What follows belongs to an exercise in optimizing a design on an open flow for small area; a production flow would make more cautious choices. Only simulation tests tie the RTL to the original design; equivalence was not proved. The flow treats the clock pin as an ideal source. Dropping or thinning the clock tree relies on that and would not hold on a real chip. Power is estimated from default activity; no workload was simulated.

quartz:
==> flow/design.v <==
module tp_ao22 (a, b, c, d, y);
	input a, b, c, d;
	output y;
	assign y = (a & b) | (c & d);
endmodule
module tp_aoi222 (a, b, c, d, e, f, y);
	input a, b, c, d, e, f;
	output y;
	assign y = ~((a & b) | (c & d) | (e & f));
endmodule
module tp_aoi22 (a, b, c, d, y);
	input a, b, c, d;
	output y;
	assign y = ~((a & b) | (c & d));
endmodule
module tp_and4 (a, b, c, d, y);
	input a, b, c, d;
	output y;
	assign y = a & b & c & d;
endmodule
module tp_and3 (a, b, c, y);
	input a, b, c;
	output y;
	assign y = a & b & c;
endmodule
module tp_fa (a, b, c, s, co);
	input a, b, c;
	output s, co;
	assign s = a ^ b ^ c;
	assign co = (a & b) | (c & (a ^ b));
endmodule
module tp_ha (a, b, s, co);
	input a, b;
	output s, co;
	assign s = a ^ b;
	assign co = a & b;
endmodule
module tp_rport (sel, r0, r1, r2, r3, r4, r5, r6, r7, q);
	input [7:0] sel;
	input [15:0] r0, r1, r2, r3, r4, r5, r6, r7;
	output [15:0] q;
	genvar i;
	generate
		for (i = 0; i < 16; i = i + 1) begin : b
			wire n0, n1, n2;
			tp_aoi222 u0 (.a(sel[0]), .b(r0[i]), .c(sel[1]), .d(r1[i]), .e(sel[2]), .f(r2[i]), .y(n0));
			tp_aoi222 u1 (.a(sel[3]), .b(r3[i]), .c(sel[4]), .d(r4[i]), .e(sel[5]), .f(r5[i]), .y(n1));
			tp_aoi22  u2 (.a(sel[6]), .b(r6[i]), .c(sel[7]), .d(r7[i]), .y(n2));
			assign q[i] = ~(n0 & n1 & n2);
		end
	endgenerate
endmodule
module testpc(
	clock,   
	reset,   
	pc,   
	instruction,   
	mem_data,   
	mem_addr,   
	mem_wdata,   
	mwrite_enable,
	mread_enable,
	regwrite_enable,   
	write_addr,   
	reg_write_data   
	);
	input clock, reset;
	input [15:0] instruction, mem_data;
	output [15:0] pc, mem_addr, mem_wdata;
	output [15:0] reg_write_data;
	output mwrite_enable, mread_enable, regwrite_enable;
	output [2:0] write_addr;
	reg [15:0] pc;
	wire [2:0] op = instruction[15:13];
	wire [2:0] rs = instruction[12:10];
	wire [2:0] rt = instruction[9:7];
	wire [2:0] rd = instruction[6:4];
	wire [3:0] fn = instruction[3:0];
	wire [6:0] imm = instruction[6:0];
	wire is_r    = (op == 3'b001);
	wire r_ok    = is_r & ~fn[3] & ~fn[2] & ~(fn[1] & fn[0]);
	wire is_addi = (op == 3'b011);
	wire is_ld   = (op == 3'b100);
	wire is_st   = (op == 3'b101);
	wire is_beq  = (op == 3'b110);
	wire is_jmp  = (op == 3'b111);
	assign regwrite_enable = r_ok | is_addi | is_ld;
	assign mread_enable = is_ld;
	assign mwrite_enable = is_st;
	wire wsel = op[2] | op[1];
	wire wsel_n = ~wsel;
	genvar r, i;
	generate
		for (i = 0; i < 3; i = i + 1) begin : wa
			tp_ao22 u (.a(wsel), .b(rt[i]), .c(wsel_n), .d(rd[i]), .y(write_addr[i]));
		end
	endgenerate
	reg [15:0] rf0, rf1, rf2, rf3, rf4, rf5, rf6, rf7;
	reg [7:0] valid;
	wire [7:0] we, hold, sel_a, sel_b;
	wire [15:0] ra, rb;
	wire [2:0] rs_n = ~rs, rt_n = ~rt;
	wire [2:0] wa_n = ~write_addr;
	wire wa2_1 = regwrite_enable & write_addr[2];
	wire wa2_0 = regwrite_enable & wa_n[2];
	generate
		for (r = 0; r < 8; r = r + 1) begin : dec
			tp_and3 u_we (.a(r[2] ? wa2_1 : wa2_0), .b(r[1] ? write_addr[1] : wa_n[1]),
				.c(r[0] ? write_addr[0] : wa_n[0]), .y(we[r]));
			assign hold[r] = ~we[r];
			tp_and4 u_sa (.a(valid[r]), .b(r[2] ? rs[2] : rs_n[2]),
				.c(r[1] ? rs[1] : rs_n[1]), .d(r[0] ? rs[0] : rs_n[0]), .y(sel_a[r]));
			tp_and4 u_sb (.a(valid[r]), .b(r[2] ? rt[2] : rt_n[2]),
				.c(r[1] ? rt[1] : rt_n[1]), .d(r[0] ? rt[0] : rt_n[0]), .y(sel_b[r]));
		end
	endgenerate
	tp_rport port_a (.sel(sel_a), .r0(rf0), .r1(rf1), .r2(rf2), .r3(rf3),
		.r4(rf4), .r5(rf5), .r6(rf6), .r7(rf7), .q(ra));
	tp_rport port_b (.sel(sel_b), .r0(rf0), .r1(rf1), .r2(rf2), .r3(rf3),
		.r4(rf4), .r5(rf5), .r6(rf6), .r7(rf7), .q(rb));
	wire imm_sel = op[2] ^ op[1];                
	wire inv = ~op[2] & ~op[1] & fn[1];          
	wire sel_and = ~op[2] & ~op[1] & fn[0];      
	wire s_imm = imm_sel;
	wire s_rb = ~imm_sel & ~sel_and;
	wire [15:0] immx = {{9{imm[6]}}, imm};
	wire [15:0] opa, opb, sum;
	wire [16:1] cy;
	generate
		for (i = 0; i < 16; i = i + 1) begin : alu
			tp_ao22 u_opb (.a(s_imm), .b(immx[i]), .c(s_rb), .d(rb[i]), .y(opb[i]));
			assign opa[i] = (ra[i] & (rb[i] | ~sel_and)) ^ inv;
			if (i == 0) begin : h
				tp_ha u_add (.a(opa[i]), .b(opb[i]), .s(sum[i]), .co(cy[i+1]));
			end else begin : f
				tp_fa u_add (.a(opa[i]), .b(opb[i]), .c(cy[i]), .s(sum[i]), .co(cy[i+1]));
			end
		end
	endgenerate
	wire eq = (ra == rb);
	wire not_ld = ~is_ld;
	assign mem_addr = sum;
	assign mem_wdata = rb;
	generate
		for (i = 0; i < 16; i = i + 1) begin : wb
			tp_ao22 u_wd (.a(is_ld), .b(mem_data[i]), .c(not_ld), .d(sum[i]), .y(reg_write_data[i]));
		end
	endgenerate
	wire [15:0] n0, n1, n2, n3, n4, n5, n6, n7;
	generate
		for (i = 0; i < 16; i = i + 1) begin : wr
			tp_ao22 w0 (.a(we[0]), .b(reg_write_data[i]), .c(hold[0]), .d(rf0[i]), .y(n0[i]));
			tp_ao22 w1 (.a(we[1]), .b(reg_write_data[i]), .c(hold[1]), .d(rf1[i]), .y(n1[i]));
			tp_ao22 w2 (.a(we[2]), .b(reg_write_data[i]), .c(hold[2]), .d(rf2[i]), .y(n2[i]));
			tp_ao22 w3 (.a(we[3]), .b(reg_write_data[i]), .c(hold[3]), .d(rf3[i]), .y(n3[i]));
			tp_ao22 w4 (.a(we[4]), .b(reg_write_data[i]), .c(hold[4]), .d(rf4[i]), .y(n4[i]));
			tp_ao22 w5 (.a(we[5]), .b(reg_write_data[i]), .c(hold[5]), .d(rf5[i]), .y(n5[i]));
			tp_ao22 w6 (.a(we[6]), .b(reg_write_data[i]), .c(hold[6]), .d(rf6[i]), .y(n6[i]));
			tp_ao22 w7 (.a(we[7]), .b(reg_write_data[i]), .c(hold[7]), .d(rf7[i]), .y(n7[i]));
		end
	endgenerate
	always @(posedge clock) begin
		rf0 <= n0; rf1 <= n1; rf2 <= n2; rf3 <= n3;
		rf4 <= n4; rf5 <= n5; rf6 <= n6; rf7 <= n7;
	end
	always @(posedge clock or negedge reset) begin
		if (reset == 1'b0)
			valid <= 8'b0;
		else
			valid <= valid | we;
	end
	wire taken = is_beq & eq;
	wire [6:0] pinc = taken ? imm : 7'd1;
	wire [15:0] pc_add;
	wire [16:1] pcy;
	generate
		for (i = 0; i < 16; i = i + 1) begin : pc_add_bit
			if (i == 0) begin : ha0
				tp_ha u (.a(pc[i]), .b(pinc[i]), .s(pc_add[i]), .co(pcy[i+1]));
			end else if (i < 7) begin : fa
				tp_fa u (.a(pc[i]), .b(pinc[i]), .c(pcy[i]), .s(pc_add[i]), .co(pcy[i+1]));
			end else begin : ha
				tp_ha u (.a(pc[i]), .b(pcy[i]), .s(pc_add[i]), .co(pcy[i+1]));
			end
		end
	endgenerate
	wire [15:0] pc_next;
	wire not_jmp = ~is_jmp;
	generate
		for (i = 0; i < 16; i = i + 1) begin : pcm
			if (i < 13) begin : m
				tp_ao22 u (.a(is_jmp), .b(instruction[i]), .c(not_jmp), .d(pc_add[i]), .y(pc_next[i]));
			end else begin : z
				assign pc_next[i] = not_jmp & pc_add[i];
			end
		end
	endgenerate
	always @(posedge clock or negedge reset) begin
		if (reset == 1'b0)
			pc <= 16'b0;
		else
			pc <= pc_next;
	end
endmodule
clock: 16.0 ns
lec_check: 0
cap_margin: 20
core_margin: 2
core_utilization: 60
gpl_timing_driven: 0
slew_margin: 20
synth_hierarchical: 1
standard.sh (not shown) runs the stock make flow with config.mk's settings and CLKGATE_MAP_FILE= SYNTH_SCRIPT=/design/flow/synth_recipe.tcl, a recipe that flattens the netlist after the stock synthesis.
==> flow/flow/run.sh <==
#!/bin/bash
set -uo pipefail
R=orfs/results/sky130hd/testpc/base
bash standard.sh synth > synth.log 2>&1 || exit 1
SYNTH_ODB=$R/1_synth.odb openroad -no_init -exit flow/downsize.tcl > downsize.log 2>&1 || exit 1
touch $R/1_synth.sdc
CTS_LEAVES=12 CTS_LEAF_BUF=sky130_fd_sc_hd__clkbuf_8 CTS_ROOT_BUF=sky130_fd_sc_hd__clkbuf_4 \
bash standard.sh \
  BUFFER_PORTS_ARGS="-buffer_cell sky130_fd_sc_hd__buf_1" \
  PRE_CTS_TCL=$PWD/flow/manual_cts.tcl \
  RECOVER_POWER=100 \
  finish > standard.log 2>&1
==> flow/flow/manual_cts.tcl <==
# Manual clock tree: balanced k-means clusters of the clock sinks, one clock buffer
# per cluster at its centroid, all leaf buffers driven by the clock port net
# (or by one root buffer). Then legalize.
proc manual_cts { nclusters leaf_master root_master } {
  set block [ord::get_db_block]
  set db [ord::get_db]
  set net [$block findNet clock]
  set sinks {}
  foreach it [$net getITerms] {
    if {[$it isInputSignal]} { lappend sinks $it }
  }
  # sink coordinates
  set pts {}
  foreach it $sinks {
    set inst [$it getInst]
    set bb [$inst getBBox]
    lappend pts [list [expr {([$bb xMin]+[$bb xMax])/2.0}] [expr {([$bb yMin]+[$bb yMax])/2.0}]]
  }
  set n [llength $pts]
  # init centroids: spread along sorted x then y (deterministic)
  set idx [lsort -integer -increasing [lrange [lsort -indices -real -index 0 $pts] 0 end]]
  set order [lsort -indices -real -index 0 $pts]
  set cents {}
  for {set k 0} {$k < $nclusters} {incr k} {
    set j [lindex $order [expr {int(($k + 0.5) * $n / $nclusters)}]]
    lappend cents [lindex $pts $j]
  }
  set cap [expr {int(ceil(double($n) / $nclusters)) + 2}]
  for {set iter 0} {$iter < 50} {incr iter} {
    # balanced assignment: greedy by distance with capacity
    set pairs {}
    for {set i 0} {$i < $n} {incr i} {
      lassign [lindex $pts $i] x y
      for {set k 0} {$k < $nclusters} {incr k} {
        lassign [lindex $cents $k] cx cy
        lappend pairs [list [expr {abs($x-$cx)+abs($y-$cy)}] $i $k]
      }
    }
    set pairs [lsort -real -index 0 $pairs]
    set assign [lrepeat $n -1]
    set cnt [lrepeat $nclusters 0]
    foreach p $pairs {
      lassign $p d i k
      if {[lindex $assign $i] >= 0} continue
      if {[lindex $cnt $k] >= $cap} continue
      lset assign $i $k
      lset cnt $k [expr {[lindex $cnt $k] + 1}]
    }
    set newc {}
    for {set k 0} {$k < $nclusters} {incr k} {
      set sx 0; set sy 0; set c 0
      for {set i 0} {$i < $n} {incr i} {
        if {[lindex $assign $i] == $k} { lassign [lindex $pts $i] x y; set sx [expr {$sx+$x}]; set sy [expr {$sy+$y}]; incr c }
      }
      if {$c > 0} { lappend newc [list [expr {$sx/$c}] [expr {$sy/$c}]] } else { lappend newc [lindex $cents $k] }
    }
    set cents $newc
  }
  set leafm [$db findMaster $leaf_master]
  set drv_net $net
  if {$root_master ne ""} {
    set rootm [$db findMaster $root_master]
    set sx 0; set sy 0
    foreach c $cents { set sx [expr {$sx+[lindex $c 0]}]; set sy [expr {$sy+[lindex $c 1]}] }
    set rinst [odb::dbInst_create $block $rootm clkbuf_root]
    $rinst setLocation [expr {int($sx/$nclusters)}] [expr {int($sy/$nclusters)}]
    $rinst setPlacementStatus PLACED
    set rnet [odb::dbNet_create $block clknet_root]
    $rnet setSigType CLOCK
    [$rinst findITerm A] connect $net
    [$rinst findITerm X] connect $rnet
    set drv_net $rnet
  }
  for {set k 0} {$k < $nclusters} {incr k} {
    set inst [odb::dbInst_create $block $leafm clkbuf_leaf_$k]
    lassign [lindex $cents $k] cx cy
    $inst setLocation [expr {int($cx)}] [expr {int($cy)}]
    $inst setPlacementStatus PLACED
    set lnet [odb::dbNet_create $block clknet_leaf_$k]
    $lnet setSigType CLOCK
    [$inst findITerm A] connect $drv_net
    [$inst findITerm X] connect $lnet
    for {set i 0} {$i < $n} {incr i} {
      if {[lindex $assign $i] == $k} {
        set it [lindex $sinks $i]
        $it disconnect
        $it connect $lnet
      }
    }
  }
  $net setSigType CLOCK
  puts "manual_cts: $nclusters clusters of [join $cnt ,] sinks, leaf $leaf_master, root '$root_master'"
}

# Used as the PRE_CTS_TCL hook of ORFS's cts.tcl: clock_tree_synthesis is
# replaced by the manual tree above (CTS_LEAVES leaf buffers of CTS_LEAF_BUF,
# one root buffer CTS_ROOT_BUF driven by the clock port).
rename clock_tree_synthesis orfs_clock_tree_synthesis
proc clock_tree_synthesis { args } {
  manual_cts $::env(CTS_LEAVES) $::env(CTS_LEAF_BUF) $::env(CTS_ROOT_BUF)
}
Other scripts of this flow, unchanged in this note and not shown: flow/flow/downsize.tcl
Here is what was changed in the inputs of harbor compared with quartz.
Settings: a change of CORE_UTILIZATION from 60 to 70.
diff --git a/flow/flow/run.sh b/flow/flow/run.sh
--- a/flow/flow/run.sh
+++ b/flow/flow/run.sh
@@ -6,3 +6,3 @@
 touch $R/1_synth.sdc
-CTS_LEAVES=12 CTS_LEAF_BUF=sky130_fd_sc_hd__clkbuf_8 CTS_ROOT_BUF=sky130_fd_sc_hd__clkbuf_4 \
+CTS_LEAVES=10 CTS_LEAF_BUF=sky130_fd_sc_hd__clkbuf_8 CTS_ROOT_BUF=sky130_fd_sc_hd__clkbuf_8 \
 bash standard.sh \
--- outcome ---
- harbor ended with less share of total power in the clock network than quartz.
- harbor finished every stage; the final checks, however, were not passed, the failures being capacitance limit, slew limit.
- Number of max-cap violations sits higher in harbor than in quartz.
- harbor vs. quartz: worst setup slack decreased by 0.13 ns relative to the old numbers, hold slack increased by 0.011 ns relative to the old numbers, power after layout decreased by about 0.36% relative to the old numbers.
- The final reports for harbor and quartz show largest incremental delay on the critical path higher in the former.
- Depth of the worst register-to-register path: quartz vs harbor identical
- On global-route track usage on met1, the lower figure sits with quartz, not harbor.
- As far as flip-flop and latch area is concerned, harbor and quartz perform about the same.
- Compared with quartz, harbor ends up with less cell area.
- Relative to quartz, net switching power figure has increased by about 0.4% in harbor.
No run of this note takes its clock network from TritonCTS; it comes from the design's own scripts or RTL.

---

Setup of rev 12:
Starts from the design.v that is shown in full above.
Settings: LEC_CHECK=0, CAP_MARGIN=0, CORE_MARGIN=2, CORE_UTILIZATION=60, SLEW_MARGIN=0, SYNTH_HIERARCHICAL=1; clock period 16.0 ns.
==> flow/flow/run.sh <==
#!/bin/bash
set -uo pipefail
R=orfs/results/sky130hd/testpc/base
bash standard.sh synth > synth.log 2>&1 || exit 1
SYNTH_ODB=$R/1_synth.odb openroad -no_init -exit flow/downsize.tcl > downsize.log 2>&1 || exit 1
touch $R/1_synth.sdc
CTS_LEAVES=12 CTS_LEAF_BUF=sky130_fd_sc_hd__clkbuf_8 CTS_ROOT_BUF=sky130_fd_sc_hd__clkbuf_8 \
bash standard.sh \
  BUFFER_PORTS_ARGS="-buffer_cell sky130_fd_sc_hd__buf_1" \
  PRE_CTS_TCL=$PWD/flow/manual_cts.tcl \
  RECOVER_POWER=100 \
  finish > standard.log 2>&1
==> flow/flow/manual_cts.tcl <==
# Manual clock tree: balanced k-means clusters of the clock sinks, one clock
# per cluster at its centroid, all leaf buffers driven by the clock port net
# (or by one root buffer). Then legalize.
proc manual_cts { nclusters leaf_master root_master } {
  set block [ord::get_db_block]
  set db [ord::get_db]
  set net [$block findNet clock]
  set sinks {}
  foreach it [$net getITerms] {
    if {[$it isInputSignal]} { lappend sinks $it }
  }
  # sink coordinates
  set pts {}
  foreach it $sinks {
    set inst [$it getInst]
    set bb [$inst getBBox]
    lappend pts [list [expr {([$bb xMin]+[$bb xMax])/2.0}] [expr {([$bb yMin]+[$bb yMax])/2.0}]]
  }
  set n [llength $pts]
  # init centroids: spread along sorted x then y (deterministic)
  set idx [lsort -integer -increasing [lrange [lsort -indices -real -index 0 $pts] 0 end]]
  set order [lsort -indices -real -index 0 $pts]
  set cents {}
  for {set k 0} {$k < $nclusters} {incr k} {
    set j [lindex $order [expr {int(($k + 0.5) * $n / $nclusters)}]]
    lappend cents [lindex $pts $j]
  }
  set cap [expr {int(ceil(double($n) / $nclusters)) + 2}]
  for {set iter 0} {$iter < 50} {incr iter} {
    # balanced assignment: greedy by distance with capacity
    set pairs {}
    for {set i 0} {$i < $n} {incr i} {
      lassign [lindex $pts $i] x y
      for {set k 0} {$k < $nclusters} {incr k} {
        lassign [lindex $cents $k] cx cy
        lappend pairs [list [expr {abs($x-$cx)+abs($y-$cy)}] $i $k]
      }
    }
    set pairs [lsort -real -index 0 $pairs]
    set assign [lrepeat $n -1]
    set cnt [lrepeat $nclusters 0]
    foreach p $pairs {
      lassign $p d i k
      if {[lindex $assign $i] >= 0} continue
      if {[lindex $cnt $k] >= $cap} continue
      lset assign $i $k
      lset cnt $k [expr {[lindex $cnt $k] + 1}]
    }
    set newc {}
    for {set k 0} {$k < $nclusters} {incr k} {
      set sx 0; set sy 0; set c 0
      for {set i 0} {$i < $n} {incr i} {
        if {[lindex $assign $i] == $k} { lassign [lindex $pts $i] x y; set sx [expr {$sx+$x}]; set sy [expr {$sy+$y}]; incr c }
      }
      if {$c > 0} { lappend newc [list [expr {$sx/$c}] [expr {$sy/$c}]] } else { lappend newc [lindex $cents $k] }
    }
    set cents $newc
  }
  set leafm [$db findMaster $leaf_master]
  set drv_net $net
  if {$root_master ne ""} {
    set rootm [$db findMaster $root_master]
    set sx 0; set sy 0
    foreach c $cents { set sx [expr {$sx+[lindex $c 0]}]; set sy [expr {$sy+[lindex $c 1]}] }
    set rinst [odb::dbInst_create $block $rootm clkbuf_root]
    $rinst setLocation [expr {int($sx/$nclusters)}] [expr {int($sy/$nclusters)}]
    $rinst setPlacementStatus PLACED
    set rnet [odb::dbNet_create $block clknet_root]
    $rnet setSigType CLOCK
    [$rinst findITerm A] connect $net
    [$rinst findITerm X] connect $rnet
    set drv_net $rnet
  }
  for {set k 0} {$k < $nclusters} {incr k} {
    set inst [odb::dbInst_create $block $leafm clkbuf_leaf_$k]
    lassign [lindex $cents $k] cx cy
    $inst setLocation [expr {int($cx)}] [expr {int($cy)}]
    $inst setPlacementStatus PLACED
    set lnet [odb::dbNet_create $block clknet_leaf_$k]
    $lnet setSigType CLOCK
    [$inst findITerm A] connect $drv_net
    [$inst findITerm X] connect $lnet
    for {set i 0} {$i < $n} {incr i} {
      if {[lindex $assign $i] == $k} {
        set it [lindex $sinks $i]
        $it disconnect
        $it connect $lnet
      }
    }
  }
  $net setSigType CLOCK
  puts "manual_cts: $nclusters clusters of [join $cnt ,] sinks, leaf $leaf_master, root '$root_master'"
}

# Used as the PRE_CTS_TCL hook of ORFS's cts.tcl: clock_tree_synthesis is
# replaced by the manual tree above (CTS_LEAVES leaf buffers of CTS_LEAF_BUF,
# one root buffer CTS_ROOT_BUF driven by the clock port).
rename clock_tree_synthesis orfs_clock_tree_synthesis
proc clock_tree_synthesis { args } {
  manual_cts $::env(CTS_LEAVES) $::env(CTS_LEAF_BUF) $::env(CTS_ROOT_BUF)
}
Other scripts of this flow, unchanged in this note and not shown: flow/flow/downsize.tcl
Rev 12 did not stop at any stage, and its layout met the timing, design-rule and antenna checks.
The following lists how rev 13 was set up differently from rev 12:
- a change of CAP_MARGIN from 0 to 20
- an added GPL_TIMING_DRIVEN of 0
- a change of SLEW_MARGIN from 0 to 20
--- a/flow/flow/manual_cts.tcl
+++ b/flow/flow/manual_cts.tcl
@@ -1,3 +1,3 @@
-# Manual clock tree: balanced k-means clusters of the clock sinks, one clock
+# Manual clock tree: balanced k-means clusters of the clock sinks, one clock buffer
 # per cluster at its centroid, all leaf buffers driven by the clock port net
 # (or by one root buffer). Then legalize.
--- outcome ---
Compared with rev 12, rev 13 has less setup slack.
Where number of design-rule violations left by the first detailed-router iteration is concerned, rev 12 is better than rev 13.
From rev 12 to rev 13 the numbers moved as follows: clock share of power was more or less identical, global-route usage went up by 0.36 points.
On worst voltage drop across the vdd grid, rev 13 does worse than rev 12.
Summary — post-route non-filler standard cell count, rev 13 relative to rev 12: lower, by 1.7%.
On leakage power of the design, the higher figure sits with rev 12, not rev 13.
Compared with rev 12, rev 13 shows clock period minus final worst setup slack higher by 0.40 ns.
Rev 13 vs. rev 12: worst-case headroom to the max-slew limit decreased by 0.62 points relative to the old numbers; register-to-register slack fell 0.35 ns.
In every run of this note, the design's own scripts or RTL, not TritonCTS, make the clock network.

==> separate check: timing with driven ports <==
In the flow no input, the clock included, has a driving cell. The finished layouts below were timed again as built, in two steps. Step 1 assumes that a clkbuf_16 drives the clock port and a buf_2 every other input. Step 2, shift: input delay + t, output delay - t, t = (earliest + latest rising clock arrival at the registers) / 2. This alone moves slack from input paths to output paths. Three values: no drivers, after step 1, after step 2; two values: the first two.
| run | t (ns) | slack for setup (ns) | hold WS [ns] | worst register clock-pin slew, ns | pins driven straight from the clock port |
|---|---|---|---|---|---|
| quartz | 0.631 | 0.485 / 0.459 / 0.459 | 0.494 / 0.494 / 0.494 | 0.09 / 0.09 | 1 |
| harbor | 0.474 | 0.353 / 0.329 / 0.329 | 0.505 / 0.505 / 0.505 | 0.11 / 0.11 | 1 |
| rev 12 | 0.494 | 0.892 / 0.867 / 0.867 | 0.497 / 0.497 / 0.497 | 0.10 / 0.10 | 1 |
| rev 13 | 0.482 | 0.488 / 0.463 / 0.463 | 0.487 / 0.487 / 0.487 | 0.09 / 0.09 | 1 |
For quartz, which loses most, drivers alone change the setup slack by -0.026 ns; drivers and shift together by -0.026 ns.
